Background: an optimization exercise with open tools, aiming at small area. Do not read the settings as production practice.
In this exercise RTL edits were held to simulation tests only and were not proved equivalent to the original.
No activity file was given, so power comes from the tool's default toggle rates.

old:
// usb_cdl
module usb_cdl(
    input logic clk,
    input logic n_rst,
    input logic hsel,
    input logic [7:0] haddr,
    input logic [1:0] hsize,
    input logic [1:0] htrans,
    input logic [2:0] hburst,
    input logic hwrite,
    input logic [31:0] hwdata,
    output logic [31:0] hrdata,
    output logic hresp,
    output logic hready,
    input logic dplus_in,
    input logic dminus_in,
    output logic dplus_out,
    output logic dminus_out,
    output logic d_mode
);
==> flow/config.mk <==
export PLATFORM = sky130hd
export DESIGN_NAME = usb_cdl
export DESIGN_NICKNAME = usb_cdl
export VERILOG_FILES = /design/flow/design.v
export SDC_FILE = /design/flow/constraint.sdc
export NUM_CORES = 4
export LEC_CHECK = 0
export CAP_MARGIN = 20
export CORE_MARGIN = 2
export CORE_UTILIZATION = 70
export CTS_BUF_LIST = sky130_fd_sc_hd__clkbuf_8
export CTS_CLUSTER_DIAMETER = 50
export CTS_CLUSTER_SIZE = 16
export SLEW_MARGIN = 20
export SYNTH_HIERARCHICAL = 1
export AREA_ABC_SCRIPT = /design/flow/flow/area.abc
export CTS_ARGS = -sink_clustering_enable -repair_clock_nets -sink_clustering_size 18 -sink_clustering_max_diameter 50 -buf_list sky130_fd_sc_hd__clkbuf_8 -dont_use_dummy_load
export BUFFER_PORTS_ARGS = -buffer_cell sky130_fd_sc_hd__buf_1
==> flow/constraint.sdc <==
create_clock -name core_clock -period 10.0 [get_ports {clk}]
set_input_delay 2.0000 -clock core_clock [delete_from_list [all_inputs] [get_ports {clk}]]
set_output_delay 2.0000 -clock core_clock [all_outputs]
set_load 0.01 [all_outputs]
standard.sh (not shown) runs the stock make flow with config.mk's settings and CLKGATE_MAP_FILE= SYNTH_SCRIPT=/design/flow/synth_recipe.tcl, a recipe that flattens the netlist after the stock synthesis.
==> flow/flow/run.sh <==
#!/bin/bash
# Own layout flow: the standard flow (standard.sh) with
# - synthesis by flow/area_synth.tcl: the standard flow's synthesis script with an
#   area-oriented ABC mapping script (flow/area.abc);
# - a smaller clock tree: sink clusters of up to 18 flip-flops under clkbuf_8
#   leaf buffers, no dummy loads;
# - minimum-size (buf_1) port buffers.
# Each step's log is under orfs/logs/; standard.sh's output is in standard.log.
set -e
cat >> config.mk <<EOC
export AREA_ABC_SCRIPT = $PWD/flow/area.abc
export CTS_ARGS = -sink_clustering_enable -repair_clock_nets -sink_clustering_size 18 -sink_clustering_max_diameter 50 -buf_list sky130_fd_sc_hd__clkbuf_8 -dont_use_dummy_load
export BUFFER_PORTS_ARGS = -buffer_cell sky130_fd_sc_hd__buf_1
EOC
bash standard.sh SYNTH_SCRIPT=$PWD/flow/area_synth.tcl finish > standard.log 2>&1
==> flow/flow/area.abc <==
strash
&get -n
&fraig -x
&put
scorr
dc2
strash
balance -l; resub -K 6 -l; rewrite -l; resub -K 6 -N 2 -l; refactor -l; resub -K 8 -l; balance -l; resub -K 8 -N 2 -l; rewrite -l; resub -K 10 -l; rewrite -z -l; resub -K 10 -N 2 -l; balance -l; resub -K 12 -l; refactor -z -l; resub -K 12 -N 2 -l; rewrite -z -l; balance -l
strash
&get -n
&dch -f
&nf -R 1000 -p -F 8 -A 4
&put
==> flow/flow/area_synth.tcl <==
# The standard flow's synthesis script (synth_recipe.tcl) with one change: ABC maps the
# logic with an area-oriented script (flow/area.abc, given by AREA_ABC_SCRIPT)
# instead of ORFS's delay-oriented one. Registers are mapped before ABC runs,
# so they are the same as in the standard synthesis.
proc synth {args} { yosys synth -nofsm -noshare {*}$args }
proc abc {args} {
  set i [lsearch -exact $args -script]
  if {$i >= 0} { set args [lreplace $args $i [expr {$i + 1}] -script $::env(AREA_ABC_SCRIPT)] }
  yosys abc {*}$args
}
source $::env(SCRIPTS_DIR)/synth.tcl
# left out here: clear keep_hierarchy, flatten, clean up, hide names made inside functions, write 1_2_yosys.v
The following lists how new was set up differently from old:
==> flow/flow/area.abc <==
strash
&get -n
&fraig -x
&put
scorr
dc2
strash
&get -n
&dch -f
&nf -R 1000 -p -F 8 -A 4
&put
==> summary.txt <==
[compare] base=old new=new: post-layout utilization of the core has remained practically unchanged; fraction of the mapped netlist area in simple logic gates shows no meaningful change. Total buffers and inverters traversed by the critical path delta for new relative to old: 1 lower. Sort old and new by post-route worst setup slack, descending, and old comes first. old → new: clock distribution area overhead in the final layout flat, sequential power shrank by about 5%, critical path depth in cells up 1. Delta(final critical-path share of the clock period, new - old) > 0. Count of non-filler cells in the finished layout (higher): new. Compared with old, in new hold slack moved up; via count shows no meaningful change.

-- separate check: timing with driven ports --
The flow's constraints put no driver on any port. The routed layouts listed below were extracted and timed again, unchanged, in two steps. Step 1, drivers: a clkbuf_16 drives clk and a buf_2 each remaining input, both assumed. Step 2 moves the port delays by t, midway between the first and last clock arrival at a register: inputs arrive t later, outputs are due t later. That takes back most of the time a late clock gives input paths. a / b / c = ideal ports / drivers / drivers and shift; a / b = the first two.
run	shift t [ns]	slack for setup (ns)	pins driven straight from the clock port
old	0.712	3.909 / 3.888 / 3.888	1
new	0.724	3.831 / 3.810 / 3.810	1
After both steps every run listed still meets setup and hold.
